Background: an optimization exercise with open tools, aiming at small area. Do not read the settings as production practice. RTL that was checked went through simulation tests only; none was proved equivalent to the original. No functional check of the RTL was part of runs 3 and 4. Power and IR drop assume default switching activity.

<file path="design.v">
module design_5 #(parameter width = 8, parameter cwidth = 4)(
  input [width-1:0] OPA, OPB,
  input CLK, RST, CE, MODE, CIN,
  input [1:0] INP_VALID,
  input [cwidth-1:0] CMD,
  output [2*width:0] RES,
  output OFLOW,
  output COUT,
  output G,
  output L,
  output E,
  output ERR
);
  localparam [4:0] C_ZERO = 5'b00000;
  localparam [4:0] C_AND  = 5'b01000, C_NAND = 5'b00111, C_OR   = 5'b01110, C_NOR = 5'b00001;
  localparam [4:0] C_XOR  = 5'b00110, C_XNOR = 5'b01001, C_NOTA = 5'b00011, C_NOTB = 5'b00101;
  localparam [4:0] C_ADD  = 5'b10000, C_ADD1 = 5'b10001, C_SUB1 = 5'b10010, C_SUB  = 5'b10011;
  localparam [4:0] C_SADD = 5'b10100, C_SSUB = 5'b10111, C_IDA  = 5'b10110, C_IDB  = 5'b10101;
  localparam [4:0] C_IMUL = 5'b11000, C_SMUL = 5'b11001, C_SHB  = 5'b11010, C_CMP  = 5'b11011;
  localparam [4:0] C_ROT  = 5'b11100, C_SHA  = 5'b11110;
  reg [4:0] code;
  always @* begin
    code = C_ZERO;
    case ({INP_VALID, MODE, CMD})
      7'b11_1_0000: code = C_ADD;
      7'b11_1_0001: code = C_SUB;
      7'b11_1_0010: code = CIN ? C_ADD1 : C_ADD;
      7'b11_1_0011: code = CIN ? C_SUB1 : C_SUB;
      7'b11_1_1000: code = C_CMP;
      7'b11_1_1001: code = C_IMUL;
      7'b11_1_1010: code = C_SMUL;
      7'b11_1_1011: code = C_SADD;
      7'b11_1_1100: code = C_SSUB;
      7'b01_1_0100: code = C_IDA;
      7'b01_1_0101: code = C_IDA;
      7'b10_1_0110: code = C_IDB;
      7'b10_1_0111: code = C_IDB;
      7'b11_0_0000: code = C_AND;
      7'b11_0_0001: code = C_NAND;
      7'b11_0_0010: code = C_OR;
      7'b11_0_0011: code = C_NOR;
      7'b11_0_0100: code = C_XOR;
      7'b11_0_0101: code = C_XNOR;
      7'b11_0_1100: code = C_ROT;
      7'b11_0_1101: code = C_ROT;
      7'b01_0_0110: code = C_NOTA;
      7'b01_0_1000: code = C_SHA;
      7'b01_0_1001: code = C_SHA;
      7'b10_0_0111: code = C_NOTB;
      7'b10_0_1010: code = C_SHB;
      7'b10_0_1011: code = C_SHB;
      default:      code = C_ZERO;
    endcase
  end
  wire [7:0] a_in = {OPA[7:1], INP_VALID == 2'b10 ? CMD[0] : OPA[0]};
  wire ror_in = {INP_VALID, MODE, CMD} == 7'b11_0_1101;
  wire [7:0] b_in = {OPB[7:3], OPB[2] ^ (ror_in & (OPB[1] | OPB[0])), OPB[1] ^ (ror_in & OPB[0]),
                     INP_VALID == 2'b01 ? CMD[0] : OPB[0]};
  reg [7:0] A, B;
  reg [4:0] op;
  reg [18:0] s2;
  wire [18:0] enc;
  always @(posedge CLK) begin
    if (CE) begin
      A  <= a_in;
      B  <= b_in;
    end
  end
  always @(posedge CLK or posedge RST) begin
    if (RST) begin
      op <= 5'b0;
      s2 <= 19'b0;
    end else if (CE) begin
      op <= code;
      s2 <= enc;
    end
  end
  wire o_add  = op == C_ADD,  o_add1 = op == C_ADD1, o_sub  = op == C_SUB,  o_sub1 = op == C_SUB1;
  wire o_sadd = op == C_SADD, o_ssub = op == C_SSUB, o_ida  = op == C_IDA,  o_idb  = op == C_IDB;
  wire o_imul = op == C_IMUL, o_smul = op == C_SMUL, o_shb  = op == C_SHB,  o_cmp  = op == C_CMP;
  wire o_rot  = op == C_ROT,  o_sha  = op == C_SHA;
  wire fgrp   = ~op[4];
  wire sgn   = o_sadd | o_ssub;
  wire use_a = o_add | o_add1 | o_sub | o_sub1 | sgn | o_ida | o_imul;
  wire use_b = o_add | o_add1 | o_sub | o_sub1 | sgn | o_idb | o_imul;
  wire inv_b = o_sub | o_sub1 | o_ssub | (o_ida & B[0]);
  wire ones_a = o_idb & A[0];
  wire mul   = o_imul | o_smul;
  wire cin   = o_add1 | o_sub | o_ssub | (o_ida & ~B[0]) | (o_idb & ~A[0]) | o_imul;
  wire rot   = o_rot;
  wire sa    = o_sha | rot;             
  wire shl   = (o_sha & B[0]) | (o_shb & A[0]);
  wire shr   = (o_sha & ~B[0]) | (o_shb & ~A[0]);
  wire [2:0] k = B[2:0];
  wire [7:0] oh;
  genvar gj;
  generate for (gj = 0; gj < 8; gj = gj + 1) begin : g_oh
    if (gj == 1)      assign oh[gj] = (rot & (k == gj)) | shl;
    else if (gj == 7) assign oh[gj] = (rot & (k == gj)) | shr;
    else              assign oh[gj] = rot & (k == gj);
  end endgenerate
  wire [8:0] U = ({sgn & A[7], A} & {9{use_a}}) | {9{ones_a}};
  wire [8:0] V = ({sgn & B[7], B} & {9{use_b}}) ^ {9{inv_b}};
  wire [7:0] X = (A & {8{mul | sa}}) | (oh & {8{o_shb}});
  wire [7:0] Y = (B & {8{mul | o_shb}}) | (oh & {8{sa}});
  wire [16:0] R;      
  wire c_split;
  wire r8 = R[8] ^ c_split;
  wire pp0_0 = X[0] & Y[0];
  wire pp0_1 = X[0] & Y[1];
  wire pp0_2 = X[0] & Y[2];
  wire pp0_3 = X[0] & Y[3];
  wire pp0_4 = X[0] & Y[4];
  wire pp0_5 = X[0] & Y[5];
  wire pp0_6 = X[0] & Y[6];
  wire pp0_7 = X[0] & Y[7];
  wire pp1_0 = X[1] & Y[0];
  wire pp1_1 = X[1] & Y[1];
  wire pp1_2 = X[1] & Y[2];
  wire pp1_3 = X[1] & Y[3];
  wire pp1_4 = X[1] & Y[4];
  wire pp1_5 = X[1] & Y[5];
  wire pp1_6 = X[1] & Y[6];
  wire pp1_7 = X[1] & Y[7];
  wire pp2_0 = X[2] & Y[0];
  wire pp2_1 = X[2] & Y[1];
  wire pp2_2 = X[2] & Y[2];
  wire pp2_3 = X[2] & Y[3];
  wire pp2_4 = X[2] & Y[4];
  wire pp2_5 = X[2] & Y[5];
  wire pp2_6 = X[2] & Y[6];
  wire pp2_7 = X[2] & Y[7];
  wire pp3_0 = X[3] & Y[0];
  wire pp3_1 = X[3] & Y[1];
  wire pp3_2 = X[3] & Y[2];
  wire pp3_3 = X[3] & Y[3];
  wire pp3_4 = X[3] & Y[4];
  wire pp3_5 = X[3] & Y[5];
  wire pp3_6 = X[3] & Y[6];
  wire pp3_7 = X[3] & Y[7];
  wire pp4_0 = X[4] & Y[0];
  wire pp4_1 = X[4] & Y[1];
  wire pp4_2 = X[4] & Y[2];
  wire pp4_3 = X[4] & Y[3];
  wire pp4_4 = X[4] & Y[4];
  wire pp4_5 = X[4] & Y[5];
  wire pp4_6 = X[4] & Y[6];
  wire pp4_7 = X[4] & Y[7];
  wire pp5_0 = X[5] & Y[0];
  wire pp5_1 = X[5] & Y[1];
  wire pp5_2 = X[5] & Y[2];
  wire pp5_3 = X[5] & Y[3];
  wire pp5_4 = X[5] & Y[4];
  wire pp5_5 = X[5] & Y[5];
  wire pp5_6 = X[5] & Y[6];
  wire pp5_7 = X[5] & Y[7];
  wire pp6_0 = X[6] & Y[0];
  wire pp6_1 = X[6] & Y[1];
  wire pp6_2 = X[6] & Y[2];
  wire pp6_3 = X[6] & Y[3];
  wire pp6_4 = X[6] & Y[4];
  wire pp6_5 = X[6] & Y[5];
  wire pp6_6 = X[6] & Y[6];
  wire pp6_7 = X[6] & Y[7];
  wire pp7_0 = X[7] & Y[0];
  wire pp7_1 = X[7] & Y[1];
  wire pp7_2 = X[7] & Y[2];
  wire pp7_3 = X[7] & Y[3];
  wire pp7_4 = X[7] & Y[4];
  wire pp7_5 = X[7] & Y[5];
  wire pp7_6 = X[7] & Y[6];
  wire pp7_7 = X[7] & Y[7];
  wire fs0, fc0;
  fa_cell u_f0 (.a(U[0]), .b(cin), .c(V[0]), .s(fs0), .co(fc0));
  wire hs0, hc0;
  ha_cell u_h0 (.a(pp0_0), .b(fs0), .s(hs0), .co(hc0));
  assign R[0] = hs0;
  wire fs1, fc1;
  fa_cell u_f1 (.a(U[1]), .b(V[1]), .c(pp0_1), .s(fs1), .co(fc1));
  wire fs2, fc2;
  fa_cell u_f2 (.a(pp1_0), .b(fc0), .c(fs1), .s(fs2), .co(fc2));
  wire hs1, hc1;
  ha_cell u_h1 (.a(hc0), .b(fs2), .s(hs1), .co(hc1));
  assign R[1] = hs1;
  wire fs3, fc3;
  fa_cell u_f3 (.a(U[2]), .b(V[2]), .c(pp0_2), .s(fs3), .co(fc3));
  wire fs4, fc4;
  fa_cell u_f4 (.a(pp1_1), .b(pp2_0), .c(fc1), .s(fs4), .co(fc4));
  wire fs5, fc5;
  fa_cell u_f5 (.a(fs3), .b(fs4), .c(fc2), .s(fs5), .co(fc5));
  wire hs2, hc2;
  ha_cell u_h2 (.a(hc1), .b(fs5), .s(hs2), .co(hc2));
  assign R[2] = hs2;
  wire fs6, fc6;
  fa_cell u_f6 (.a(U[3]), .b(V[3]), .c(pp0_3), .s(fs6), .co(fc6));
  wire fs7, fc7;
  fa_cell u_f7 (.a(pp1_2), .b(pp2_1), .c(pp3_0), .s(fs7), .co(fc7));
  wire fs8, fc8;
  fa_cell u_f8 (.a(fc3), .b(fs6), .c(fs7), .s(fs8), .co(fc8));
  wire fs9, fc9;
  fa_cell u_f9 (.a(fc4), .b(fs8), .c(fc5), .s(fs9), .co(fc9));
  wire hs3, hc3;
  ha_cell u_h3 (.a(hc2), .b(fs9), .s(hs3), .co(hc3));
  assign R[3] = hs3;
  wire fs10, fc10;
  fa_cell u_f10 (.a(U[4]), .b(V[4]), .c(pp0_4), .s(fs10), .co(fc10));
  wire fs11, fc11;
  fa_cell u_f11 (.a(pp1_3), .b(pp2_2), .c(pp3_1), .s(fs11), .co(fc11));
  wire fs12, fc12;
  fa_cell u_f12 (.a(pp4_0), .b(fc6), .c(fc7), .s(fs12), .co(fc12));
  wire fs13, fc13;
  fa_cell u_f13 (.a(fs10), .b(fs11), .c(fs12), .s(fs13), .co(fc13));
  wire fs14, fc14;
  fa_cell u_f14 (.a(fc8), .b(fs13), .c(fc9), .s(fs14), .co(fc14));
  wire hs4, hc4;
  ha_cell u_h4 (.a(hc3), .b(fs14), .s(hs4), .co(hc4));
  assign R[4] = hs4;
  wire fs15, fc15;
  fa_cell u_f15 (.a(U[5]), .b(V[5]), .c(pp0_5), .s(fs15), .co(fc15));
  wire fs16, fc16;
  fa_cell u_f16 (.a(pp1_4), .b(pp2_3), .c(pp3_2), .s(fs16), .co(fc16));
  wire fs17, fc17;
  fa_cell u_f17 (.a(pp4_1), .b(pp5_0), .c(fc10), .s(fs17), .co(fc17));
  wire fs18, fc18;
  fa_cell u_f18 (.a(fc11), .b(fs15), .c(fs16), .s(fs18), .co(fc18));
  wire fs19, fc19;
  fa_cell u_f19 (.a(fc12), .b(fs17), .c(fs18), .s(fs19), .co(fc19));
  wire fs20, fc20;
  fa_cell u_f20 (.a(fc13), .b(fs19), .c(fc14), .s(fs20), .co(fc20));
  wire hs5, hc5;
  ha_cell u_h5 (.a(hc4), .b(fs20), .s(hs5), .co(hc5));
  assign R[5] = hs5;
  wire fs21, fc21;
  fa_cell u_f21 (.a(U[6]), .b(V[6]), .c(pp0_6), .s(fs21), .co(fc21));
  wire fs22, fc22;
  fa_cell u_f22 (.a(pp1_5), .b(pp2_4), .c(pp3_3), .s(fs22), .co(fc22));
  wire fs23, fc23;
  fa_cell u_f23 (.a(pp4_2), .b(pp5_1), .c(pp6_0), .s(fs23), .co(fc23));
  wire fs24, fc24;
  fa_cell u_f24 (.a(fc15), .b(fc16), .c(fs21), .s(fs24), .co(fc24));
  wire fs25, fc25;
  fa_cell u_f25 (.a(fs22), .b(fs23), .c(fc17), .s(fs25), .co(fc25));
  wire fs26, fc26;
  fa_cell u_f26 (.a(fc18), .b(fs24), .c(fs25), .s(fs26), .co(fc26));
  wire fs27, fc27;
  fa_cell u_f27 (.a(fc19), .b(fs26), .c(fc20), .s(fs27), .co(fc27));
  wire hs6, hc6;
  ha_cell u_h6 (.a(hc5), .b(fs27), .s(hs6), .co(hc6));
  assign R[6] = hs6;
  wire fs28, fc28;
  fa_cell u_f28 (.a(U[7]), .b(V[7]), .c(pp0_7), .s(fs28), .co(fc28));
  wire fs29, fc29;
  fa_cell u_f29 (.a(pp1_6), .b(pp2_5), .c(pp3_4), .s(fs29), .co(fc29));
  wire fs30, fc30;
  fa_cell u_f30 (.a(pp4_3), .b(pp5_2), .c(pp6_1), .s(fs30), .co(fc30));
  wire fs31, fc31;
  fa_cell u_f31 (.a(pp7_0), .b(fc21), .c(fc22), .s(fs31), .co(fc31));
  wire fs32, fc32;
  fa_cell u_f32 (.a(fc23), .b(fs28), .c(fs29), .s(fs32), .co(fc32));
  wire fs33, fc33;
  fa_cell u_f33 (.a(fs30), .b(fs31), .c(fc24), .s(fs33), .co(fc33));
  wire fs34, fc34;
  fa_cell u_f34 (.a(fs32), .b(fc25), .c(fs33), .s(fs34), .co(fc34));
  wire fs35, fc35;
  fa_cell u_f35 (.a(fc26), .b(fs34), .c(fc27), .s(fs35), .co(fc35));
  wire hs7, hc7;
  ha_cell u_h7 (.a(hc6), .b(fs35), .s(hs7), .co(hc7));
  assign R[7] = hs7;
  assign c_split = hc7;
  wire fs36, fc36;
  fa_cell u_f36 (.a(U[8]), .b(V[8]), .c(pp1_7), .s(fs36), .co(fc36));
  wire fs37, fc37;
  fa_cell u_f37 (.a(pp2_6), .b(pp3_5), .c(pp4_4), .s(fs37), .co(fc37));
  wire fs38, fc38;
  fa_cell u_f38 (.a(pp5_3), .b(pp6_2), .c(pp7_1), .s(fs38), .co(fc38));
  wire fs39, fc39;
  fa_cell u_f39 (.a(fc28), .b(fc29), .c(fc30), .s(fs39), .co(fc39));
  wire fs40, fc40;
  fa_cell u_f40 (.a(fs36), .b(fs37), .c(fs38), .s(fs40), .co(fc40));
  wire fs41, fc41;
  fa_cell u_f41 (.a(fc31), .b(fs39), .c(fc32), .s(fs41), .co(fc41));
  wire fs42, fc42;
  fa_cell u_f42 (.a(fs40), .b(fc33), .c(fs41), .s(fs42), .co(fc42));
  wire fs43, fc43;
  fa_cell u_f43 (.a(fc34), .b(fs42), .c(fc35), .s(fs43), .co(fc43));
  assign R[8] = fs43;
  wire fs44, fc44;
  fa_cell u_f44 (.a(pp2_7), .b(pp3_6), .c(pp4_5), .s(fs44), .co(fc44));
  wire fs45, fc45;
  fa_cell u_f45 (.a(pp5_4), .b(pp6_3), .c(pp7_2), .s(fs45), .co(fc45));
  wire fs46, fc46;
  fa_cell u_f46 (.a(fc36), .b(fc37), .c(fc38), .s(fs46), .co(fc46));
  wire fs47, fc47;
  fa_cell u_f47 (.a(fs44), .b(fs45), .c(fc39), .s(fs47), .co(fc47));
  wire fs48, fc48;
  fa_cell u_f48 (.a(fs46), .b(fc40), .c(fc41), .s(fs48), .co(fc48));
  wire fs49, fc49;
  fa_cell u_f49 (.a(fs47), .b(fc42), .c(fs48), .s(fs49), .co(fc49));
  wire hs8, hc8;
  ha_cell u_h8 (.a(fs49), .b(fc43), .s(hs8), .co(hc8));
  assign R[9] = hs8;
  wire fs50, fc50;
  fa_cell u_f50 (.a(pp3_7), .b(pp4_6), .c(pp5_5), .s(fs50), .co(fc50));
  wire fs51, fc51;
  fa_cell u_f51 (.a(pp6_4), .b(pp7_3), .c(fc44), .s(fs51), .co(fc51));
  wire fs52, fc52;
  fa_cell u_f52 (.a(fc45), .b(fs50), .c(fc46), .s(fs52), .co(fc52));
  wire fs53, fc53;
  fa_cell u_f53 (.a(fs51), .b(fc47), .c(fs52), .s(fs53), .co(fc53));
  wire fs54, fc54;
  fa_cell u_f54 (.a(fc48), .b(fs53), .c(fc49), .s(fs54), .co(fc54));
  wire hs9, hc9;
  ha_cell u_h9 (.a(fs54), .b(hc8), .s(hs9), .co(hc9));
  assign R[10] = hs9;
  wire fs55, fc55;
  fa_cell u_f55 (.a(pp4_7), .b(pp5_6), .c(pp6_5), .s(fs55), .co(fc55));
  wire fs56, fc56;
  fa_cell u_f56 (.a(pp7_4), .b(fc50), .c(fs55), .s(fs56), .co(fc56));
  wire fs57, fc57;
  fa_cell u_f57 (.a(fc51), .b(fs56), .c(fc52), .s(fs57), .co(fc57));
  wire fs58, fc58;
  fa_cell u_f58 (.a(fc53), .b(fs57), .c(fc54), .s(fs58), .co(fc58));
  wire hs10, hc10;
  ha_cell u_h10 (.a(fs58), .b(hc9), .s(hs10), .co(hc10));
  assign R[11] = hs10;
  wire fs59, fc59;
  fa_cell u_f59 (.a(pp5_7), .b(pp6_6), .c(pp7_5), .s(fs59), .co(fc59));
  wire fs60, fc60;
  fa_cell u_f60 (.a(fc55), .b(fs59), .c(fc56), .s(fs60), .co(fc60));
  wire fs61, fc61;
  fa_cell u_f61 (.a(fs60), .b(fc57), .c(fc58), .s(fs61), .co(fc61));
  wire hs11, hc11;
  ha_cell u_h11 (.a(fs61), .b(hc10), .s(hs11), .co(hc11));
  assign R[12] = hs11;
  wire fs62, fc62;
  fa_cell u_f62 (.a(pp6_7), .b(pp7_6), .c(fc59), .s(fs62), .co(fc62));
  wire fs63, fc63;
  fa_cell u_f63 (.a(fs62), .b(fc60), .c(fc61), .s(fs63), .co(fc63));
  wire hs12, hc12;
  ha_cell u_h12 (.a(fs63), .b(hc11), .s(hs12), .co(hc12));
  assign R[13] = hs12;
  wire fs64, fc64;
  fa_cell u_f64 (.a(pp7_7), .b(fc62), .c(fc63), .s(fs64), .co(fc64));
  wire hs13, hc13;
  ha_cell u_h13 (.a(fs64), .b(hc12), .s(hs13), .co(hc13));
  assign R[14] = hs13;
  wire hs14, hc14;
  ha_cell u_h14 (.a(fc64), .b(hc13), .s(hs14), .co(hc14));
  assign R[15] = hs14;
  assign R[16] = hc14;
  wire [7:0] ca = {A[7] ^ sgn, A[6:0]};
  wire [7:0] cb = {B[7] ^ sgn, B[6:0]};
  reg gt;
  integer ci;
  always @* begin
    gt = 1'b0;
    for (ci = 0; ci < 8; ci = ci + 1)
      gt = (ca[ci] ^ cb[ci]) ? ca[ci] : gt;
  end
  wire eq = A == B;
  wire lt = ~gt & ~eq;
  reg [7:0] f2;
  integer i;
  always @* for (i = 0; i < 8; i = i + 1)
    f2[i] = fgrp & ((op[3] & A[i] & B[i]) | (op[2] & A[i] & ~B[i]) | (op[1] & ~A[i] & B[i]) | (op[0] & ~A[i] & ~B[i]));
  wire arith9 = o_add | o_add1 | o_sub | o_sub1 | sgn | o_ida | o_idb;
  wire lo_en  = arith9 | rot | shl;
  wire hi_en  = rot | shr;
  wire sx     = o_sub | o_sub1 | sgn | (o_ida & B[0]) | (o_idb & A[0]);
  wire cf     = o_add | o_add1 | sgn;
  wire [8:0] val = ({r8 & arith9, R[7:0] & {8{lo_en}}}) | {1'b0, R[15:8] & {8{hi_en}}} | {1'b0, f2};
  wire f_of = ((o_sub | o_sub1) & lt)
            | (o_sadd & (A[7] == B[7]) & (R[7] != A[7]))
            | (o_ssub & (A[7] != B[7]) & (R[7] != A[7]));
  wire cmpop = o_cmp | sgn;
  wire f_e = cmpop & eq;
  wire f_l = cmpop & lt;
  wire f_g = cmpop & gt;
  wire f_err = rot & (|B[7:3]);
  assign enc = mul ? (o_imul ? {1'b1, R[8] & c_split, R[16:9], r8, R[7:0]}
                             : {1'b1, c_split, R[15:8], R[7:0], 1'b0})
                   : {2'b00, cf, 1'b0, f_err, f_e, f_l, f_g, f_of, sx, val};
  wire m = s2[18];
  wire sext = s2[8] & s2[9];
  wire [7:0] hi = s2[16:9] + s2[17];
  assign RES   = {m ? hi : {8{sext}}, s2[8:0]};
  assign COUT  = m ? hi[7] : s2[16] & s2[8];
  assign OFLOW = ~m & s2[10];
  assign G     = ~m & s2[11];
  assign L     = ~m & s2[12];
  assign E     = ~m & s2[13];
  assign ERR   = ~m & s2[14];
endmodule
module fa_cell(input a, input b, input c, output s, output co);
  assign s = a ^ b ^ c;
  assign co = (a & b) | (c & (a ^ b));
endmodule
module ha_cell(input a, input b, output s, output co);
  assign s = a ^ b;
  assign co = a & b;
endmodule
</file>
<file path="run.sh">
#!/bin/bash
# synth_recipe.tcl (not shown) runs the flow's synth.tcl, then flattens the netlist and writes it again
# the make line also repeats each setting of config.mk as NAME=value (left out here)
make -C /OpenROAD-flow-scripts/flow DESIGN_CONFIG=/design/flow/config.mk WORK_HOME=/design/flow/orfs CLKGATE_MAP_FILE= SYNTH_SCRIPT=/design/flow/synth_recipe.tcl finish
</file>
<file path="config.mk">
export PLATFORM = sky130hd
export DESIGN_NAME = design_5
export DESIGN_NICKNAME = design_5
export VERILOG_FILES = /design/flow/design.v
export SDC_FILE = /design/flow/constraint.sdc
export NUM_CORES = 4
export LEC_CHECK = 0
export ABC_AREA = 1
export CAP_MARGIN = 20
export CORE_MARGIN = 2
export CORE_UTILIZATION = 40
export SLEW_MARGIN = 20
export SYNTH_HIERARCHICAL = 1
export SYNTH_MINIMUM_KEEP_SIZE = 0
</file>
<file path="constraint.sdc">
create_clock -name core_clock -period 8.0 [get_ports {CLK}]
set_input_delay 1.6000 -clock core_clock [delete_from_list [all_inputs] [get_ports {CLK}]]
set_output_delay 1.6000 -clock core_clock [all_outputs]
set_load 0.01 [all_outputs]
</file>
==> metrics.md, run 1 <==
| Metric | Value |
|---|---|
| Path category of the worst min-delay check | `reg -> reg` |
| Met3 track utilization from global routing | `0.0385` |
| Finished Cell Area | `0.00622 mm2` |
| Aggregate global-route resource usage | `0.237` |
| Cts bufs inserted | `5` |
| Part of the cycle the worst path needs | `0.943` |
| Cell variety after synth | `44` |
| Launching point of the worst reg2reg path | `op[3]` |
| CP Data Required Time | `8.15 ns` |
| Simple-gate share of the synthesized area | `0.283` |
| Via count of the first global-routing pass | `5071` |
| Met2 usage | `0.388` |
| Total power per unit cell area | `111 mW/mm2` |
| Vertical die dimension | `120 um` |
| Area post-placement | `0.00604 mm2` |
| Post-synth design cell area | `0.00539 mm2` |
| Syn_area_per_cell | `7.48 um2` |
| Maximum number of pins on one net before global-route repair | `36` |
| Buffer depth of the longest clock path | `2` |
| Net count after synthesis | `832` |
| Relative area change from synthesis to final layout | `15.4%` |
| Internal reg-to-reg setup slack | `0.45 ns` |
| Number of iterations in the first detailed-routing pass | `7` |
| Number of DRC violations after detailed routing | `0` |
| P_leak | `0.00305 uW` |
| Root buffer cell | `sky130_fd_sc_hd__clkbuf_16` |
| Reg-to-reg endpoint | `s2[16]` |
| Final Worst Setup Slack | `0.454 ns` |
| Dominant combinational cell family by area after synthesis | `adder cells` |
| Setup Total Neg Slack | `0 ns` |
| Post-CTS Hold Buffers | `0` |
| Seq cells post-synth | `40` |
| CP endpoint kind | `flop` |
| Die outline width | `120 um` |
| Largest driver fanout on the critical path | `12` |
| Count of fill cells added during filler insertion | `1320` |
| Final clock skew | `0.00746 ns` |
| Global-route wire length before repair | `26.6 mm` |
| Via density per instance | `5.23` |
| Start-to-end type of the worst setup path | `reg -> reg` |
| Count of antenna diodes in the layout | `0` |
| Detailed placer's ending HPWL | `13.1 mm` |
| Count of nets left with antenna violations after detail routing | `0` |
| Util after Layout | `0.472` |
| Pre-CTS WS | `0.490 ns` |
| Starting Density | `0.409` |
| Post-synthesis mux area share | `0` |
| Status | `finished clean` |
| Overflow left after global routing | `0` |
| # setup viols final | `0` |
| Minimum period implied by the final worst setup slack | `7.55 ns` |
| Clock-pin transition on the worst setup and hold timing paths | `0.06 ns` |
| Setup crit start kind | `flop` |
| Number of resized instances in the post-cts repair step | `0` |
| CP dominant cell by count | `sky130_fd_sc_hd__fa_1` |
| Synthesis Warnings | `7` |
| GRT Max-Usage Layer | `met2` |
| Core area | `0.0132 mm2` |
| Met1 demand-to-capacity share in global routing | `0.335` |
| Clock sink total | `40` |
| Boundary pin count | `50` |
| Insertion delay of the later-clocked pin in the worst-skew pair | `0.29 ns` |
| Antenna violations before repair | `0` |
| Weighted congestion reported at the end of routability-driven placement | `1.00` |
| Most common library cell in the layout ignoring fill and taps | `sky130_fd_sc_hd__nand2_1` |
| Headroom to the max-slew limit | `0.683` |
| Leading cell types in the layout, fill and taps excluded | `179 x sky130_fd_sc_hd__nand2_1, 114 x sky130_fd_sc_hd__nor2_1, 73 x sky130_fd_sc_hd__inv_1` |
| Critical path destination | `s2[16]` |
| Arithmetic-cell share of the synthesized area counting full adders, half adders and majority gates | `0.288` |
| Measured slew at the worst slew-check pin | `0.474 ns` |
| DRC violation total after the first TritonRoute iteration | `466` |
| Total of buffers placed on input and output ports | `49` |
| Launch point of the critical path | `op[3]` |
| CTS tree | `yes` |
| Compound-Gate Fraction of Synth Area | `0.125` |
| Via count | `4916` |
| Unrepaired setup endpoints after global routing | `false` |
| Sequential element share of the synthesized area | `0.201` |
| Floorplan die area | `0.0144 mm2` |
| Final net count | `875` |
| Critical path arrival | `7.70 ns` |
| Post-Synth XOR/XNOR Area | `0.0195` |
| Max-capacitance violation count | `0` |
| Max Clock Freq | `0.133 GHz` |
| Average wire per cell in the routed design | `17.0 um` |
| Number of core rows | `42` |
| Gate count after technology mapping | `720` |
| H-tree lvl count | `2` |
| Crit-path max cell delay | `0.56 ns` |
| Maximum VDD drop | `0.0717 mV` |
| Depth of the worst register-to-register path | `27` |
| Overall power after layout | `687 uW` |
| Number of buffers added for setup after CTS | `0` |
| Critical-path top delay cell | `sky130_fd_sc_hd__dfrtp_1` |
| Total count of hold-check failures in the final report | `0` |
| Layout cell share with drive strength beyond 1 | `0.0641` |
| Final wirelength | `15.9 mm` |
| Number of max-slew violations in the final report | `0` |
stage by stage:
stage          hold slack (ns)  std cells
2_1_floorplan            0.450        720
6_report                 0.476        940
4_1_cts                  0.482        939
3_3_place_gp             0.462        931
5_1_grt                  0.491        940
3_5_place_dp             0.466        931
per-layer routing:
| metal | share of wire | up-vias |
|---|---|---|
| li1 | - | 2397 |
| met1 | 0.46 | 2357 |
| met2 | 0.48 | 147 |
| met3 | 0.053 | 15 |
| met4 | 0.0080 | 0 |
| met5 | 0 | - |
how the worst min path moves through the flow:
| stage | cells after the start | from | end | slack (ns) |
|---|---|---|---|---|
| finish | 2 | s2[7] | s2[7] | 0.48 |
| global route | 2 | s2[1] | s2[1] | 0.49 |
| CTS | 2 | s2[1] | s2[1] | 0.48 |
| detailed placement | 2 | s2[1] | s2[1] | 0.47 |
| global placement | 2 | s2[5] | s2[5] | 0.46 |
| floorplan | 2 | s2[1] | s2[1] | 0.45 |
sequential cells by signal (all words and copies together), names as in the netlist:
register  cells
s2           19
A             8
B             8
op            5
Yosys cell counts (all sizes together):
cell type / n / share of area
a211oi: 1 / 0.0023
a21oi: 29 / 0.031
a22o: 1 / 0.0016
a22oi: 7 / 0.011
a31oi: 6 / 0.0070
buf: 20 / 0.025
clkbuf: 7 / 0.0049
dfrtp: 24 / 0.11
edfxtp: 16 / 0.089
fa: 65 / 0.24
ha: 20 / 0.046
inv: 78 / 0.054
nand2: 184 / 0.13
nand3: 36 / 0.034
nand3b: 1 / 0.0014
nand4: 8 / 0.010
nor2: 122 / 0.091
nor3: 9 / 0.010
nor4: 2 / 0.0023
o2111ai: 1 / 0.0016
o211ai: 1 / 0.0014
o21a: 2 / 0.0028
o21ai: 59 / 0.055
o221ai: 4 / 0.0065
o22ai: 2 / 0.0023
o31ai: 1 / 0.0014
o32ai: 1 / 0.0016
or2: 1 / 0.0012
xnor2: 2 / 0.0033
xor2: 10 / 0.016
area by class of cell:
type	count	area, um2	share of cell area
tap	176	220	0.0354
clock inverter	3	42.5	0.00684
sequential	40	1080	0.174
multi-input combinational	575	3850	0.620
inverter	78	293	0.0471
clock buffer	5	125	0.0201
timing repair buffer	63	603	0.0970
cells by family (layout without fill, tap and decap cells):
logic type      after synthesis  in the layout
simple gates                363            363
compound gates              115            115
flops                        40             40
buf+inv                     105            149
fa+ha+maj                    85             85
xor+xnor                     12             12
where the power goes:
part	internal, uW	total (uW)	switching, uW	leakage (uW)
clock network	147	230	83.9	0.0000798
logic	78.8	201	122	0.00250
registers	233	256	22.7	0.000477
worst max-delay path, delay by kind of cell, from the launching register on:
kind                     cells  cell delay (ns)
adder cells (fa/ha/maj)     16             5.06
AO/OA/AOI/OAI                2             0.28
flip-flops                   1             0.56
buffers and inverters        1             0.15
AND/OR/NAND/NOR              8             1.33
Yosys stat by module (local to each module, per instance):
module	cell area (um2)	cells	times used
design_5	3900	640	1
fa_cell	20.0	1	65
ha_cell	12.5	1	15
==> inputs of run 2 (changes only) <==
==> flow/run.sh (new file) <==
#!/bin/bash
# Layout flow: the standard flow (standard.sh) with two changes:
#  - synthesis is the standard synthesis script (synth_recipe.tcl) with only
#    the ABC mapping script replaced by flow/area.abc (area-oriented mapping);
#  - the port buffers that placement inserts use sky130_fd_sc_hd__buf_1.
# Each tool's full output goes to a log file in this folder.
set -euo pipefail
W=$(pwd)
export MY_ABC_SCRIPT="$W/flow/area.abc"
{
  cat <<'TCL'
proc abc {args} {
  set i [lsearch -exact $args -script]
  if { $i >= 0 } { lset args [expr {$i + 1}] $::env(MY_ABC_SCRIPT) }
  yosys abc {*}$args
}
TCL
  cat "$W/synth_recipe.tcl"
} > "$W/own_synth.tcl"
bash "$W/standard.sh" finish "SYNTH_SCRIPT=$W/own_synth.tcl" \
  "BUFFER_PORTS_ARGS=-buffer_cell sky130_fd_sc_hd__buf_1" > "$W/flow_make.log" 2>&1
==> flow/area.abc (new file) <==
&get -n
&st
&dc2
&dch -f
&nf -a
&put
topo
==> standard.sh (new file) <==
#!/bin/bash
# synth_recipe.tcl (not shown) runs the flow's synth.tcl, then flattens the netlist and writes it again
# the make line also repeats each setting of config.mk as NAME=value (left out here)
make -C /OpenROAD-flow-scripts/flow DESIGN_CONFIG=/design/flow/config.mk WORK_HOME=/design/flow/orfs CLKGATE_MAP_FILE= SYNTH_SCRIPT=/design/flow/synth_recipe.tcl "${@:-finish}"
removed: run.sh
==> metrics.md, run 2 <==
| Metric | Value |
|---|---|
| Status | `finished clean` |
| Setup crit start kind | `flop` |
| Boundary pin count | `50` |
| Cell family with most CP delay | `adder cells` |
| Hold Worst Slack | `0.504 ns` |
| Final wirelength | `14.0 mm` |
| Part of the cycle the worst path needs | `0.960` |
| Number of max-slew violations in the final report | `0` |
| Leading cell types in the layout, fill and taps excluded | `93 x sky130_fd_sc_hd__nor2_1, 65 x sky130_fd_sc_hd__fa_1, 49 x sky130_fd_sc_hd__buf_1` |
| Area contributors post-synth | `sky130_fd_sc_hd__fa_1 26%, sky130_fd_sc_hd__dfrtp_1 12%, sky130_fd_sc_hd__edfxtp_1 9.7%, sky130_fd_sc_hd__nor2_1 7.0%, sky130_fd_sc_hd__ha_1 5.0%` |
| Number of iterations in the first detailed-routing pass | `9` |
| Most common library cells after synthesis | `93 x sky130_fd_sc_hd__nor2_1, 65 x sky130_fd_sc_hd__fa_1, 49 x sky130_fd_sc_hd__nand2_1` |
| Post-synth design cell area | `0.00496 mm2` |
| Number of resized instances in the post-cts repair step | `0` |
| Portion of total power attributed to combinational logic | `0.157` |
| Number of flip-flops under the largest register name | `19` |
| Number of buffers added for setup after CTS | `0` |
| Floorplan die area | `0.0133 mm2` |
| Antenna violations before repair | `0` |
| Most numerous cell in the Yosys netlist | `sky130_fd_sc_hd__nor2_1` |
| Launching point of the worst reg2reg path | `op[3]` |
| Number of DRC violations after detailed routing | `0` |
| Synthesis Warnings | `7` |
| Global-route wire length before repair | `22.4 mm` |
| Headroom to the max-slew limit | `0.317` |
| CTS tree | `yes` |
| CP Data Required Time | `8.15 ns` |
| Gate count after technology mapping | `511` |
| Clock-pin transition on the worst setup and hold timing paths | `0.06 ns` |
| Most common library cell in the layout ignoring fill and taps | `sky130_fd_sc_hd__nor2_1` |
| DRC violation total after the first TritonRoute iteration | `674` |
| Area post-placement | `0.00535 mm2` |
| Maximum VDD drop | `0.0758 mV` |
| Relative area change from synthesis to final layout | `10.9%` |
| Max Clock Freq | `0.130 GHz` |
| Finished Cell Area | `0.00550 mm2` |
| Post-CTS Hold Buffers | `0` |
| Commonest register cell after synthesis | `sky130_fd_sc_hd__dfrtp_1` |
| Library cell with the largest summed area after synthesis | `sky130_fd_sc_hd__fa_1` |
| # setup viols final | `0` |
| Average wire per cell in the routed design | `19.0 um` |
| Number of enable-type register cells in the synthesized netlist | `16` |
| Aggregate global-route resource usage | `0.218` |
| Max-capacitance violation count | `0` |
| Critical path arrival | `7.83 ns` |
| Measured slew at the worst slew-check pin | `1.02 ns` |
| Path category of the worst min-delay check | `reg -> reg` |
| Clock sink total | `40` |
| Weighted congestion reported at the end of routability-driven placement | `0.943` |
| Count of nets left with antenna violations after detail routing | `0` |
| Cell variety after synth | `53` |
| Overflow left after global routing | `0` |
| Die outline width | `115 um` |
| Total power per unit cell area | `94.7 mW/mm2` |
| Cts bufs inserted | `5` |
| Total count of hold-check failures in the final report | `0` |
| Internal reg-to-reg setup slack | `0.32 ns` |
| Depth of the worst register-to-register path | `25` |
| Setup Total Neg Slack | `0 ns` |
| Final net count | `678` |
| Launch point of the critical path | `op[3]` |
| Count of fill cells added during filler insertion | `1153` |
| Clock share of power | `0.359` |
| Buffer depth of the longest clock path | `2` |
| Critical path destination | `s2[7]` |
| Async set-reset flop share out of synthesis | `0.600` |
| Layout cell share with drive strength beyond 1 | `0.0476` |
| Number of core rows | `40` |
| Starting Density | `0.411` |
| Sequential power share | `0.484` |
| Crit-path max cell delay | `0.53 ns` |
| Via count | `4545` |
| CP endpoint kind | `flop` |
| Final clock skew | `0.00517 ns` |
| Net count after synthesis | `623` |
| Largest driver fanout on the critical path | `15` |
| Unrepaired setup endpoints after global routing | `false` |
| Largest registers | `s2 x19, A x8, B x8` |
| Internal Dissipation | `374 uW` |
| H-tree lvl count | `2` |
| Insertion delay of the later-clocked pin in the worst-skew pair | `0.28 ns` |
| Critical-path top delay cell | `sky130_fd_sc_hd__dfrtp_1` |
| Register with the most flip-flops | `s2` |
| Share of Yosys cell area claimed by the top area cell type | `0.262` |
| CP dominant cell by count | `sky130_fd_sc_hd__fa_1` |
| Seq cells post-synth | `40` |
| Detailed placer's ending HPWL | `10.9 mm` |
| Vertical die dimension | `115 um` |
| Worst path buffer plus inverter count | `0` |
| Maximum number of pins on one net before global-route repair | `33` |
| Switching power share of the total | `0.282` |
| Sequential element share of the synthesized area | `0.218` |
| Stages on the worst setup path | `25` |
| Count of antenna diodes in the layout | `0` |
| P_leak | `0.00237 uW` |
| Reg-to-reg endpoint | `s2[7]` |
| Via count of the first global-routing pass | `4315` |
| Core area | `0.0121 mm2` |
| Start-to-end type of the worst setup path | `reg -> reg` |
| Total of buffers placed on input and output ports | `49` |
| Minimum period implied by the final worst setup slack | `7.68 ns` |
| Root buffer cell | `sky130_fd_sc_hd__clkbuf_16` |
| Net switching component of the power | `147 uW` |
| Syn_area_per_cell | `9.71 um2` |
| Via density per instance | `6.18` |
==> run 2: worst min-delay path by stage <==
stage,start,cells past startpoint,endpoint
global route,s2[4],2,s2[4]
finish,s2[4],2,s2[4]
global placement,s2[4],2,s2[4]
detailed placement,s2[4],2,s2[4]
CTS,s2[4],2,s2[4]
floorplan,s2[0],2,s2[0]
==> run 2: Yosys stat by module, one instance, submodules excluded <==
module / times used / flip-flops and latches / cells
ha_cell: 15 / 0 / 1
design_5: 1 / 40 / 431
fa_cell: 65 / 0 / 1
==> run 2: final cells by class <==
cell class	count	area, um2	area share
Multi-Input combinational cell	443	3760	0.683
Sequential cell	40	1080	0.197
Timing Repair Buffer	57	244	0.0443
Tap cell	168	210	0.0382
Clock buffer	7	133	0.0241
Inverter	19	71.3	0.0130
Clock inverter	1	3.75	0.000682
==> run 2: routing by layer <==
| layer | wire (um) | GRT usage | share of wire |
|---|---|---|---|
| met5 | 0 | 0 | 0 |
| met4 | 238 | 0.0458 | 0.017 |
| met3 | 1180 | 0.0353 | 0.084 |
| met2 | 6580 | 0.342 | 0.47 |
| met1 | 5990 | 0.320 | 0.43 |
==> run 2: power groups by stage <==
stage                     combinational, uW  clock [uW]  sequential [uW]
after global routing                   90.5         200              254
final                                  81.8         187              252
after detailed placement               80.7           0              255
after CTS                              81.1         191              251
after global placement                 79.1           0              255
after floorplan                        55.2           0              245
==> run 2: stage by stage <==
step           total power [uW]  instances  worst slack (ns)   util
3_3_place_gp                334        727             0.574  0.443
4_1_cts                     524        735             0.398  0.455
6_report                    521        735             0.320  0.456
3_5_place_dp                336        727             0.403  0.443
2_1_floorplan               300        511             0.589      -
5_1_grt                     544        735           0.00441  0.456
==> run 2: cell families after synthesis <==
family | synth area share
simple gates | 0.197
xor+xnor | 0.0230
buf+inv | 0.0280
compound gates | 0.174
fa+ha+maj | 0.313
mux | 0.0472
flops | 0.218
==> run 2: tightest hold or removal path: cells and delay by family, from the launching register on <==
kind           cells  cell delay (ns)
flip-flops         1             0.34
AO/OA/AOI/OAI      2             0.12
==> inputs of run 3 (changes only) <==
--- a/design.v
+++ b/design.v
@@ -5,3 +5,3 @@
   input [cwidth-1:0] CMD,
-  output [2*width:0] RES,
+  output reg [2*width:0] RES,
   output OFLOW,
@@ -60,3 +60,3 @@
   reg [4:0] op;
-  reg [18:0] s2;
+  reg [18:9] s2;
   wire [18:0] enc;
@@ -71,6 +71,8 @@
       op <= 5'b0;
-      s2 <= 19'b0;
+      s2 <= 10'b0;
+      RES[8:0] <= 9'b0;
     end else if (CE) begin
       op <= code;
-      s2 <= enc;
+      s2 <= enc[18:9];
+      RES[8:0] <= enc[8:0];
     end
@@ -381,8 +383,8 @@
                              : {1'b1, c_split, R[15:8], R[7:0], 1'b0})
-                   : {2'b00, cf, 1'b0, f_err, f_e, f_l, f_g, f_of, sx, val};
+                   : {2'b00, cf & r8, 1'b0, f_err, f_e, f_l, f_g, f_of, sx & r8, val};
   wire m = s2[18];
-  wire sext = s2[8] & s2[9];
+  wire sext = s2[9];
   wire [7:0] hi = s2[16:9] + s2[17];
-  assign RES   = {m ? hi : {8{sext}}, s2[8:0]};
-  assign COUT  = m ? hi[7] : s2[16] & s2[8];
+  always @* RES[16:9] = m ? hi : {8{sext}};
+  assign COUT  = m ? hi[7] : s2[16];
   assign OFLOW = ~m & s2[10];
==> flow/area.abc (replaced) <==
&get -n
&st
&dc2
&put
dch -f
amap
topo
==> metrics.md, run 3 <==
| Metric | Value |
|---|---|
| Status | `finished clean` |
| Reg-to-reg endpoint | `RES[7]` |
| H-tree lvl count | `2` |
| Gate count after technology mapping | `588` |
| Global-route wire length before repair | `25.1 mm` |
| Syn_area_per_cell | `8.41 um2` |
| Pre-CTS WS | `0.379 ns` |
| Largest registers | `s2 x10, RES x9` |
| Leading cell types in the layout, fill and taps excluded | `134 x sky130_fd_sc_hd__nor2_1, 67 x sky130_fd_sc_hd__o21ai_0, 65 x sky130_fd_sc_hd__fa_1` |
| Final Worst Setup Slack | `0.521 ns` |
| Aggregate global-route resource usage | `0.241` |
| Total power per unit cell area | `101 mW/mm2` |
| Maximum number of pins on one net before global-route repair | `46` |
| Most common library cell in the layout ignoring fill and taps | `sky130_fd_sc_hd__nor2_1` |
| Overflow left after global routing | `0` |
| Max Clock Freq | `0.134 GHz` |
| Layout cell share with drive strength beyond 1 | `0.0613` |
| Number of buffers added for setup after CTS | `0` |
| Average wire per cell in the routed design | `18.0 um` |
| Most common library cells after synthesis | `135 x sky130_fd_sc_hd__nor2_1, 67 x sky130_fd_sc_hd__o21ai_0, 65 x sky130_fd_sc_hd__clkinv_1, 65 x sky130_fd_sc_hd__fa_1, 45 x sky130_fd_sc_hd__nand2_1` |
| Post-CTS Hold Buffers | `0` |
| Final clock skew | `0.00776 ns` |
| Largest driver fanout on the critical path | `18` |
| Cts bufs inserted | `5` |
| Clock-pin transition on the worst setup and hold timing paths | `0.06 ns` |
| Launching point of the worst reg2reg path | `op[0]` |
| CP endpoint kind | `flop` |
| Starting Density | `0.410` |
| # setup viols final | `0` |
| Max-capacitance violation count | `0` |
| Net count after synthesis | `700` |
| Critical path destination | `RES[7]` |
| Buffer depth of the longest clock path | `2` |
| DRC violation total after the first TritonRoute iteration | `562` |
| Maximum VDD drop | `0.0739 mV` |
| Number of flip-flops under the largest register name | `10` |
| Via count | `4869` |
| Share of Yosys cell area claimed by the top area cell type | `0.263` |
| Count of antenna diodes in the layout | `0` |
| Total of buffers placed on input and output ports | `49` |
| Area contributors post-synth | `sky130_fd_sc_hd__fa_1 26%, sky130_fd_sc_hd__dfrtp_1 12%, sky130_fd_sc_hd__nor2_1 10%, sky130_fd_sc_hd__edfxtp_1 9.7%, sky130_fd_sc_hd__o21ai_0 6.8%` |
| Number of max-slew violations in the final report | `0` |
| CP Data Required Time | `8.16 ns` |
| Synthesis Warnings | `7` |
| Detailed placer's ending HPWL | `12.0 mm` |
| CTS tree | `yes` |
| Finished Cell Area | `0.00570 mm2` |
| P_leak | `0.00235 uW` |
| Relative area change from synthesis to final layout | `15.3%` |
| Clock sink total | `40` |
| Internal reg-to-reg setup slack | `0.52 ns` |
| Final wirelength | `15.0 mm` |
| Commonest register cell after synthesis | `sky130_fd_sc_hd__dfrtp_1` |
| Start-to-end type of the worst setup path | `reg -> reg` |
| Library cell with the largest summed area after synthesis | `sky130_fd_sc_hd__fa_1` |
| Root buffer cell | `sky130_fd_sc_hd__clkbuf_16` |
| Number of DRC violations after detailed routing | `0` |
| Measured slew at the worst slew-check pin | `0.855 ns` |
| Launch point of the critical path | `op[0]` |
| Number of core rows | `40` |
| Minimum period implied by the final worst setup slack | `7.48 ns` |
| Die outline width | `115 um` |
| Final net count | `780` |
| Final non-filler cell total | `837` |
| Setup Total Neg Slack | `0 ns` |
| Setup crit start kind | `flop` |
| Critical path arrival | `7.64 ns` |
| Via density per instance | `5.82` |
| Most numerous cell in the Yosys netlist | `sky130_fd_sc_hd__nor2_1` |
| Antenna violations before repair | `0` |
| Headroom to the max-slew limit | `0.426` |
| Async set-reset flop share out of synthesis | `0.600` |
| Core area | `0.0121 mm2` |
| Number of resized instances in the post-cts repair step | `0` |
| Unrepaired setup endpoints after global routing | `false` |
| Cell variety after synth | `40` |
| Depth of the worst register-to-register path | `25` |
| Weighted congestion reported at the end of routability-driven placement | `1.01` |
| Via count of the first global-routing pass | `4688` |
| Cell Count Post-Placement | `829` |
| Sequential element share of the synthesized area | `0.219` |
| Floorplan die area | `0.0133 mm2` |
| Number of enable-type register cells in the synthesized netlist | `16` |
| Path category of the worst min-delay check | `reg -> reg` |
| Area post-placement | `0.00553 mm2` |
| Count of nets left with antenna violations after detail routing | `0` |
| Total count of hold-check failures in the final report | `0` |
| Part of the cycle the worst path needs | `0.935` |
| Post-synth design cell area | `0.00494 mm2` |
| Insertion delay of the later-clocked pin in the worst-skew pair | `0.29 ns` |
| Seq cells post-synth | `40` |
| Hold Worst Slack | `0.517 ns` |
| Vertical die dimension | `115 um` |
| Boundary pin count | `50` |
| Number of iterations in the first detailed-routing pass | `5` |
| Register with the most flip-flops | `s2` |
==> run 3: changes by cell type in the layout (fill, tap and decap cells not counted), sizes merged, moves of 10 or more <==
cell | before | now
o21ai | 21 | 67
clkinv | 20 | 65
nor2 | 93 | 135
buf | 57 | 72
nor2b | 16 | 1
o22ai | 5 | 19
a31oi | 3 | 15
xnor2 | 13 | 1
a221oi | 0 | 11
o22a | 1 | 11
==> run 3: worst min path at each step <==
stage               cells past startpoint  slack (ns)   start     end
floorplan                               1        0.50   s2[9]   s2[9]
CTS                                     1        0.52  RES[8]  RES[8]
global route                            2        0.55  RES[4]  RES[4]
finish                                  1        0.52  RES[8]  RES[8]
detailed placement                      1        0.51  RES[8]  RES[8]
global placement                        1        0.49  RES[8]  RES[8]
==> run 3: per-stage QoR <==
stage / util / power (uW)
floorplan: - / 320
global placement: 0.458 / 366
detailed placement: 0.458 / 368
CTS: 0.471 / 575
global route: 0.473 / 604
finish: 0.473 / 574
==> run 3: per-module statistics from Yosys (local to each module, per instance) <==
| module | flops+latches | cells inside |
|---|---|---|
| design_5 | 40 | 508 |
| fa_cell | 0 | 1 |
| ha_cell | 0 | 1 |
==> run 3: critical path: stages (launching register included) <==
cell and delay, ns:
sky130_fd_sc_hd__dfrtp_1 0.39, sky130_fd_sc_hd__buf_4 0.21, sky130_fd_sc_hd__nand2_1 0.13, sky130_fd_sc_hd__nor3_1 0.09, sky130_fd_sc_hd__nor2_1 0.23, sky130_fd_sc_hd__clkinv_1 0.18
sky130_fd_sc_hd__nor4_2 0.39, sky130_fd_sc_hd__o21ai_0 0.21, sky130_fd_sc_hd__fa_1 0.49, sky130_fd_sc_hd__fa_1 0.47, sky130_fd_sc_hd__fa_1 0.42, sky130_fd_sc_hd__fa_1 0.41
sky130_fd_sc_hd__fa_1 0.41, sky130_fd_sc_hd__fa_1 0.39, sky130_fd_sc_hd__fa_1 0.39, sky130_fd_sc_hd__fa_1 0.39, sky130_fd_sc_hd__fa_1 0.37, sky130_fd_sc_hd__ha_1 0.19
sky130_fd_sc_hd__ha_1 0.19, sky130_fd_sc_hd__ha_1 0.18, sky130_fd_sc_hd__ha_1 0.18, sky130_fd_sc_hd__ha_1 0.18, sky130_fd_sc_hd__ha_1 0.18, sky130_fd_sc_hd__ha_1 0.32
sky130_fd_sc_hd__a221oi_1 0.28, sky130_fd_sc_hd__nor3_1 0.09
==> run 3: cells by family after synthesis <==
| family | after synthesis | share of synthesized area |
|---|---|---|
| adder cells (fa/ha/maj) | 85 | 0.314 |
| AO/OA/AOI/OAI | 174 | 0.230 |
| XOR/XNOR | 1 | 0.00177 |
| buffers and inverters | 65 | 0.0493 |
| AND/OR/NAND/NOR | 223 | 0.186 |
| flip-flops | 40 | 0.219 |
==> run 3: routing by layer <==
metal,share of wire,track usage,wire length [um],vias up
met4,0.012,0.0442,174,0
met1,0.46,0.365,6970,2374
met2,0.46,0.377,6910,213
met5,0,0,0,-
met3,0.066,0.0253,993,16
li1,-,-,-,2266
==> run 3: area by class of cell <==
| cell class | count | area, um2 |
|---|---|---|
| Fill cell | 1214 | 6360 |
| Multi-Input combinational cell | 483 | 3640 |
| Sequential cell | 40 | 1080 |
| Timing Repair Buffer | 73 | 365 |
| Inverter | 65 | 245 |
| Tap cell | 168 | 210 |
| Clock buffer | 6 | 139 |
| Clock inverter | 2 | 15.0 |
==> run 3: power by group <==
part | internal [uW] | switching (uW) | total, uW | leakage (uW)
sequential | 231 | 18.3 | 249 | 0.000470
combinational | 41.2 | 76.5 | 118 | 0.00181
clock | 124 | 83.4 | 207 | 0.0000691
==> inputs of run 4 (changes only) <==
--- a/config.mk
+++ b/config.mk
@@ -11,2 +11,3 @@
 export CORE_UTILIZATION = 40
+export GPL_TIMING_DRIVEN = 0
 export SLEW_MARGIN = 20
==> metrics.md, run 4 <==
| Metric | Value |
|---|---|
| CP endpoint kind | `flop` |
| Count of antenna diodes in the layout | `0` |
| Most numerous cell in the Yosys netlist | `sky130_fd_sc_hd__nor2_1` |
| Number of flip-flops under the largest register name | `10` |
| Maximum number of pins on one net before global-route repair | `31` |
| Area contributors post-synth | `sky130_fd_sc_hd__fa_1 26%, sky130_fd_sc_hd__dfrtp_1 12%, sky130_fd_sc_hd__nor2_1 10%, sky130_fd_sc_hd__edfxtp_1 9.7%, sky130_fd_sc_hd__o21ai_0 6.8%` |
| Library cell with the largest summed area after synthesis | `sky130_fd_sc_hd__fa_1` |
| # setup viols final | `0` |
| Starting Density | `0.410` |
| H-tree lvl count | `2` |
| Clock sink total | `40` |
| Floorplan die area | `0.0133 mm2` |
| Global-route wire length before repair | `24.1 mm` |
| P_leak | `0.00237 uW` |
| Total count of hold-check failures in the final report | `0` |
| Cell variety after synth | `40` |
| Final net count | `771` |
| Via count | `4843` |
| Overflow left after global routing | `0` |
| Number of core rows | `40` |
| Setup Total Neg Slack | `0 ns` |
| Count of nets left with antenna violations after detail routing | `0` |
| Total power per unit cell area | `97.3 mW/mm2` |
| Insertion delay of the later-clocked pin in the worst-skew pair | `0.29 ns` |
| Most common library cell in the layout ignoring fill and taps | `sky130_fd_sc_hd__nor2_1` |
| Total of buffers placed on input and output ports | `49` |
| Async set-reset flop share out of synthesis | `0.600` |
| Start-to-end type of the worst setup path | `reg -> reg` |
| Max-capacitance violation count | `0` |
| Aggregate global-route resource usage | `0.232` |
| Core area | `0.0121 mm2` |
| Register cell area after layout | `0.00109 mm2` |
| Detailed placer's ending HPWL | `11.5 mm` |
| Syn_area_per_cell | `8.41 um2` |
| Headroom to the max-slew limit | `0.330` |
| Antenna violations before repair | `0` |
| Util after Layout | `0.478` |
| Internal reg-to-reg setup slack | `0.28 ns` |
| Critical path arrival | `7.88 ns` |
| Post-synth design cell area | `0.00494 mm2` |
| Seq cells post-synth | `40` |
| Number of DRC violations after detailed routing | `0` |
| Leading cell types in the layout, fill and taps excluded | `129 x sky130_fd_sc_hd__nor2_1, 65 x sky130_fd_sc_hd__fa_1, 62 x sky130_fd_sc_hd__o21ai_0` |
| Number of enable-type register cells in the synthesized netlist | `16` |
| Via density per instance | `5.85` |
| Vertical die dimension | `115 um` |
| Most common library cells after synthesis | `135 x sky130_fd_sc_hd__nor2_1, 67 x sky130_fd_sc_hd__o21ai_0, 65 x sky130_fd_sc_hd__clkinv_1, 65 x sky130_fd_sc_hd__fa_1, 45 x sky130_fd_sc_hd__nand2_1` |
| Commonest register cell after synthesis | `sky130_fd_sc_hd__dfrtp_1` |
| Buffer depth of the longest clock path | `2` |
| Largest driver fanout on the critical path | `21` |
| Root buffer cell | `sky130_fd_sc_hd__clkbuf_16` |
| Part of the cycle the worst path needs | `0.965` |
| Number of iterations in the first detailed-routing pass | `7` |
| Final wirelength | `14.8 mm` |
| Minimum period implied by the final worst setup slack | `7.72 ns` |
| Count of fill cells added during filler insertion | `1198` |
| Clock-pin transition on the worst setup and hold timing paths | `0.05 ns` |
| Die outline width | `115 um` |
| Layout cell share with drive strength beyond 1 | `0.0697` |
| Final clock skew | `0.00504 ns` |
| Via count of the first global-routing pass | `4696` |
| Boundary pin count | `50` |
| Total area of multi-input combinational cells | `0.00373 mm2` |
| Net count after synthesis | `700` |
| CTS tree | `yes` |
| Status | `finished clean` |
| Sequential element share of the synthesized area | `0.219` |
| Synthesis Warnings | `7` |
| Weighted congestion reported at the end of routability-driven placement | `0.962` |
| CP Data Required Time | `8.16 ns` |
| DRC violation total after the first TritonRoute iteration | `511` |
| Measured slew at the worst slew-check pin | `0.995 ns` |
| Path category of the worst min-delay check | `reg -> reg` |
| Relative area change from synthesis to final layout | `16.5%` |
| Number of max-slew violations in the final report | `0` |
| Setup crit start kind | `flop` |
| Overall power after layout | `560 uW` |
| Register with the most flip-flops | `s2` |
| Largest registers | `s2 x10, RES x9` |
| Cts bufs inserted | `5` |
| Max Clock Freq | `0.130 GHz` |
| Share of Yosys cell area claimed by the top area cell type | `0.263` |
| Maximum VDD drop | `0.0777 mV` |
| Average wire per cell in the routed design | `17.9 um` |
| Gate count after technology mapping | `588` |
## run 4: changes by cell type in the layout (fill, tap and decap cells not counted), sizes merged
cell      change
clkinv        -3
buf           -8
clkinvlp      +2
## run 4: modules after synthesis, one instance, submodules excluded
module,flip-flops and latches,area [um2],times used
ha_cell,0,12.5,15
design_5,40,3460,1
fa_cell,0,20.0,65
## run 4: what timing repair did
| item | 4_1_cts | 5_1_grt |
|---|---|---|
| pin swaps | 1 | 3 |
| endpoints found under the setup margin | 15 | 7 |
| endpoints found under the hold margin | 0 | 0 |
| hold buffers | 0 | 0 |
| setup buffers | 1 | 13 |
| gates resized for setup | 16 | 21 |
## run 4: layout make-up
class	instances	share of cell area
Clock inverter	1	0.000868
Inverter	65	0.0480
Timing Repair Buffer	64	0.0551
Multi-Input combinational cell	483	0.647
Sequential cell	40	0.189
Clock buffer	7	0.0230
Tap cell	168	0.0365
## run 4: per-stage QoR
step	setup WS (ns)	area, um2	cells	hold WS (ns)
4_1_cts	0.0372	5580	815	0.520
5_1_grt	-0.0555	5760	828	0.532
2_1_floorplan	0.176	4950	588	0.497
3_3_place_gp	-1.03	5350	805	0.488
3_5_place_dp	-1.02	5380	806	0.510
6_report	0.280	5760	828	0.516
## run 4: where the power goes
part | internal [uW] | switching, uW | leakage [uW]
clock network | 115 | 76.5 | 0.0000679
registers | 231 | 18.5 | 0.000466
logic | 43.3 | 76.2 | 0.00183
## run 4: worst max-delay path, cell delays in order (launching register included)
cell and delay [ns]:
sky130_fd_sc_hd__dfrtp_1 0.55, sky130_fd_sc_hd__clkinvlp_4 0.22, sky130_fd_sc_hd__buf_4 0.18, sky130_fd_sc_hd__nand3_1 0.12, sky130_fd_sc_hd__nor2_4 0.07, sky130_fd_sc_hd__clkinv_4 0.14
sky130_fd_sc_hd__nor2_4 0.08, sky130_fd_sc_hd__nor4_4 0.46, sky130_fd_sc_hd__o21ai_0 0.20, sky130_fd_sc_hd__fa_1 0.49, sky130_fd_sc_hd__fa_1 0.47, sky130_fd_sc_hd__fa_1 0.44
sky130_fd_sc_hd__fa_1 0.40, sky130_fd_sc_hd__fa_1 0.40, sky130_fd_sc_hd__fa_1 0.39, sky130_fd_sc_hd__fa_1 0.39, sky130_fd_sc_hd__fa_1 0.39, sky130_fd_sc_hd__fa_1 0.38
sky130_fd_sc_hd__ha_1 0.19, sky130_fd_sc_hd__ha_1 0.17, sky130_fd_sc_hd__ha_1 0.18, sky130_fd_sc_hd__ha_1 0.18, sky130_fd_sc_hd__ha_1 0.18, sky130_fd_sc_hd__ha_1 0.22
sky130_fd_sc_hd__ha_1 0.33, sky130_fd_sc_hd__a221oi_2 0.27, sky130_fd_sc_hd__nor3_1 0.09
## run 4: final timing paths
check | startpoint | to | cells past startpoint
setup / recovery | op[2] | RES[7] | 26
hold / removal | RES[1] | RES[1] | 2
setup reg to reg | op[2] | RES[7] | 26
hold reg to reg | RES[1] | RES[1] | 2
max in group asynchronous | RST | op[1] | 2
min in group asynchronous | RST | s2[10] | 2
## run 4: cell families (layout without fill, tap and decap cells)
| kind of cell | Yosys count | in the layout | synth area share |
|---|---|---|---|
| adders and majority gates | 85 | 85 | 0.314 |
| and+or+nand+nor | 223 | 223 | 0.186 |
| xor gates and xnor gates | 1 | 1 | 0.00177 |
| AOI/OAI and AO/OA | 174 | 174 | 0.230 |
| buffers and inverters | 65 | 137 | 0.0493 |
| DFF | 40 | 40 | 0.219 |
## run 4: metal layers
metal | global-route usage | share of wire | vias up
li1 | - | - | 2248
met3 | 0.0316 | 0.066 | 28
met4 | 0.0474 | 0.018 | 0
met1 | 0.322 | 0.45 | 2343
met5 | 0 | 0 | -
met2 | 0.390 | 0.47 | 224
==> inputs of run 5 (changes only) <==
--- a/design.v
+++ b/design.v
@@ -93,5 +93,6 @@
   wire sa    = o_sha | rot;             
-  wire shl   = (o_sha & B[0]) | (o_shb & A[0]);
-  wire shr   = (o_sha & ~B[0]) | (o_shb & ~A[0]);
-  wire [2:0] k = B[2:0];
+  wire shla  = o_sha & B[0], shra = o_sha & ~B[0];
+  wire shlb  = o_shb & A[0], shrb = o_shb & ~A[0];
+  wire shl   = shla | shlb;
+  wire shr   = shra | shrb;
   wire [7:0] oh;
@@ -99,5 +100,5 @@
   generate for (gj = 0; gj < 8; gj = gj + 1) begin : g_oh
-    if (gj == 1)      assign oh[gj] = (rot & (k == gj)) | shl;
-    else if (gj == 7) assign oh[gj] = (rot & (k == gj)) | shr;
-    else              assign oh[gj] = rot & (k == gj);
+    if (gj == 1)      assign oh[gj] = (rot & (B[2:0] == gj)) | shla;
+    else if (gj == 7) assign oh[gj] = (rot & (B[2:0] == gj)) | shra;
+    else              assign oh[gj] = rot & (B[2:0] == gj);
   end endgenerate
@@ -105,4 +106,4 @@
   wire [8:0] V = ({sgn & B[7], B} & {9{use_b}}) ^ {9{inv_b}};
-  wire [7:0] X = (A & {8{mul | sa}}) | (oh & {8{o_shb}});
-  wire [7:0] Y = (B & {8{mul | o_shb}}) | (oh & {8{sa}});
+  wire [7:0] X = (A & {8{mul | sa}}) | {shrb, 5'b0, shlb, 1'b0};
+  wire [7:0] Y = (B & {8{mul | o_shb}}) | oh;
   wire [16:0] R;      
@@ -368,3 +369,2 @@
   wire arith9 = o_add | o_add1 | o_sub | o_sub1 | sgn | o_ida | o_idb;
-  wire lo_en  = arith9 | rot | shl;
   wire hi_en  = rot | shr;
@@ -372,3 +372,3 @@
   wire cf     = o_add | o_add1 | sgn;
-  wire [8:0] val = ({r8 & arith9, R[7:0] & {8{lo_en}}}) | {1'b0, R[15:8] & {8{hi_en}}} | {1'b0, f2};
+  wire [8:0] val = {r8 & arith9, R[7] & ~shr, R[6:0]} | {1'b0, R[15:8] & {8{hi_en}}} | {1'b0, f2};
   wire f_of = ((o_sub | o_sub1) & lt)
@@ -381,5 +381,6 @@
   wire f_err = rot & (|B[7:3]);
-  assign enc = mul ? (o_imul ? {1'b1, R[8] & c_split, R[16:9], r8, R[7:0]}
-                             : {1'b1, c_split, R[15:8], R[7:0], 1'b0})
-                   : {2'b00, cf & r8, 1'b0, f_err, f_e, f_l, f_g, f_of, sx & r8, val};
+  assign enc[7:0]  = o_smul ? {R[6:0], 1'b0} : val[7:0];
+  assign enc[8]    = o_smul ? R[7] : r8 & (arith9 | o_imul);
+  assign enc[18:9] = mul ? (o_imul ? {1'b1, R[8] & c_split, R[16:9]} : {1'b1, c_split, R[15:8]})
+                         : {2'b00, cf & r8, 1'b0, f_err, f_e, f_l, f_g, f_of, sx & r8};
   wire m = s2[18];
==> flow/area.abc (replaced) <==
&get -n
&st
&dc2
&dch -f
&nf -a
&put
topo
--- a/config.mk
+++ b/config.mk
@@ -11,3 +11,2 @@
 export CORE_UTILIZATION = 40
-export GPL_TIMING_DRIVEN = 0
 export SLEW_MARGIN = 20
==> metrics.md, run 5 <==
| Metric | Value |
|---|---|
| Largest registers | `s2 x10, RES x9` |
| Floorplan die area | `0.0130 mm2` |
| Post-synth design cell area | `0.00483 mm2` |
| Number of flip-flops under the largest register name | `10` |
| Setup Total Neg Slack | `0 ns` |
| Post-CTS Hold Buffers | `0` |
| Count of fill cells added during filler insertion | `1183` |
| Aggregate global-route resource usage | `0.224` |
| Worst path buffer plus inverter count | `0` |
| Layout cell share with drive strength beyond 1 | `0.0574` |
| Clock sink total | `40` |
| Antenna violations before repair | `0` |
| Cts bufs inserted | `5` |
| Most common library cells after synthesis | `98 x sky130_fd_sc_hd__nor2_1, 65 x sky130_fd_sc_hd__fa_1, 47 x sky130_fd_sc_hd__nand2_1` |
| Detailed placer's ending HPWL | `11.2 mm` |
| Overall power after layout | `530 uW` |
| CP Data Required Time | `8.14 ns` |
| Buffer depth of the longest clock path | `2` |
| Syn_area_per_cell | `9.57 um2` |
| Most common library cell in the layout ignoring fill and taps | `sky130_fd_sc_hd__nor2_1` |
| Max-capacitance violation count | `0` |
| Commonest register cell after synthesis | `sky130_fd_sc_hd__dfrtp_1` |
| Status | `finished clean` |
| Share of Yosys cell area claimed by the top area cell type | `0.269` |
| Crit-path max cell delay | `0.50 ns` |
| Vertical die dimension | `114 um` |
| Final wirelength | `13.9 mm` |
| Largest driver fanout on the critical path | `10` |
| Maximum number of pins on one net before global-route repair | `59` |
| Root buffer cell | `sky130_fd_sc_hd__clkbuf_16` |
| Number of core rows | `40` |
| Max Clock Freq | `0.132 GHz` |
| Die outline width | `114 um` |
| Part of the cycle the worst path needs | `0.945` |
| Overflow left after global routing | `0` |
| Relative area change from synthesis to final layout | `12.9%` |
| CP endpoint kind | `flop` |
| Insertion delay of the later-clocked pin in the worst-skew pair | `0.28 ns` |
| Measured slew at the worst slew-check pin | `0.860 ns` |
| Cell variety after synth | `51` |
| Total count of hold-check failures in the final report | `0` |
| Boundary pin count | `50` |
| Register with the most flip-flops | `s2` |
| Core area | `0.0119 mm2` |
| Number of buffers added for setup after CTS | `0` |
| Start-to-end type of the worst setup path | `reg -> reg` |
| Count of nets left with antenna violations after detail routing | `0` |
| Util after Layout | `0.458` |
| Number of max-slew violations in the final report | `0` |
-- run 5: worst min-delay path, delay by kind of cell, from the launching register on --
kind	cells	cell delay (ns)
DFF	1	0.37
buffers and inverters	1	0.05
AOI/OAI and AO/OA	1	0.06
-- run 5: cell type report --
| class | count | area, um2 | area share |
|---|---|---|---|
| Clock inverter | 3 | 13.8 | 0.00252 |
| Clock buffer | 5 | 125 | 0.0229 |
| Multi-Input combinational cell | 437 | 3660 | 0.671 |
| Sequential cell | 40 | 1080 | 0.198 |
| Timing Repair Buffer | 62 | 283 | 0.0519 |
| Inverter | 28 | 105 | 0.0193 |
| Tap cell | 147 | 184 | 0.0337 |
-- run 5: what timing repair did --
action	in CTS	in global routing
endpoints found under the setup margin	0	2
hold endpoints to repair	0	0
resized for setup	0	4
-- run 5: per-module statistics from Yosys, one instance, submodules excluded --
| module | copies in the design | cells inside |
|---|---|---|
| ha_cell | 15 | 1 |
| design_5 | 1 | 425 |
| fa_cell | 65 | 1 |
-- run 5: kinds of logic (layout without fill, tap and decap cells) --
logic type,Yosys count,after routing,synth area share
and+or+nand+nor,219,219,0.209
DFF,40,40,0.224
buffers and inverters,28,98,0.0218
AOI/OAI and AO/OA,108,108,0.155
adders and majority gates,85,85,0.321
xor gates and xnor gates,15,15,0.0272
muxes,10,10,0.0420
-- run 5: metrics by stage --
step	area [um2]	worst slack [ns]	hold WS, ns
4_1_cts	5440	0.426	0.525
5_1_grt	5450	0.0166	0.545
3_3_place_gp	5300	0.573	0.515
3_5_place_dp	5300	0.432	0.516
6_report	5450	0.438	0.521
2_1_floorplan	4830	0.873	0.500
-- run 5: final timing paths --
path / startpoint / end / slack (ns)
worst max-delay path: op[3] / s2[16] / 0.44
worst min-delay path: RES[0] / RES[0] / 0.52
worst max register to register: op[3] / s2[16] / 0.44
worst min register to register: RES[0] / RES[0] / 0.52
max in group asynchronous: RST / op[4] / 6.21
min in group asynchronous: RST / RES[0] / 1.36
-- run 5: per-layer routing --
layer | up-vias | GRT usage | part of all wire
met5 | - | 0 | 0
met4 | 0 | 0.0496 | 0.015
met3 | 22 | 0.0351 | 0.058
met2 | 160 | 0.366 | 0.48
met1 | 2145 | 0.317 | 0.45
li1 | 1983 | - | -
-- run 5: where the power goes --
| group | switching (uW) | internal, uW | total, uW |
|---|---|---|---|
| clock network | 75.4 | 113 | 188 |
| logic | 53.4 | 35.7 | 89.2 |
| registers | 23.9 | 229 | 253 |

afterwards: timing with drivers on the ports:
Ports are ideal in the flow. The routed layouts listed here were re-timed in OpenROAD.
Step 1, drivers: a clkbuf_16 drives CLK and a buf_2 each remaining input, both assumed.
Step 2 also shifts input and output timing later by t, the mid clock arrival at the registers, as if the neighbouring blocks saw the same clock.
Three values: ideal ports, drivers, drivers and shift; two values: the first two.
run | t, ns | slack for setup (ns)
run 1 | 0.325 | 0.454 / 0.454 / 0.454
run 2 | 0.311 | 0.320 / 0.320 / 0.320
run 3 | 0.322 | 0.521 / 0.521 / 0.521
run 4 | 0.320 | 0.280 / 0.280 / 0.280
run 5 | 0.319 | 0.438 / 0.438 / 0.438
After both steps setup and hold are still met in every run listed.
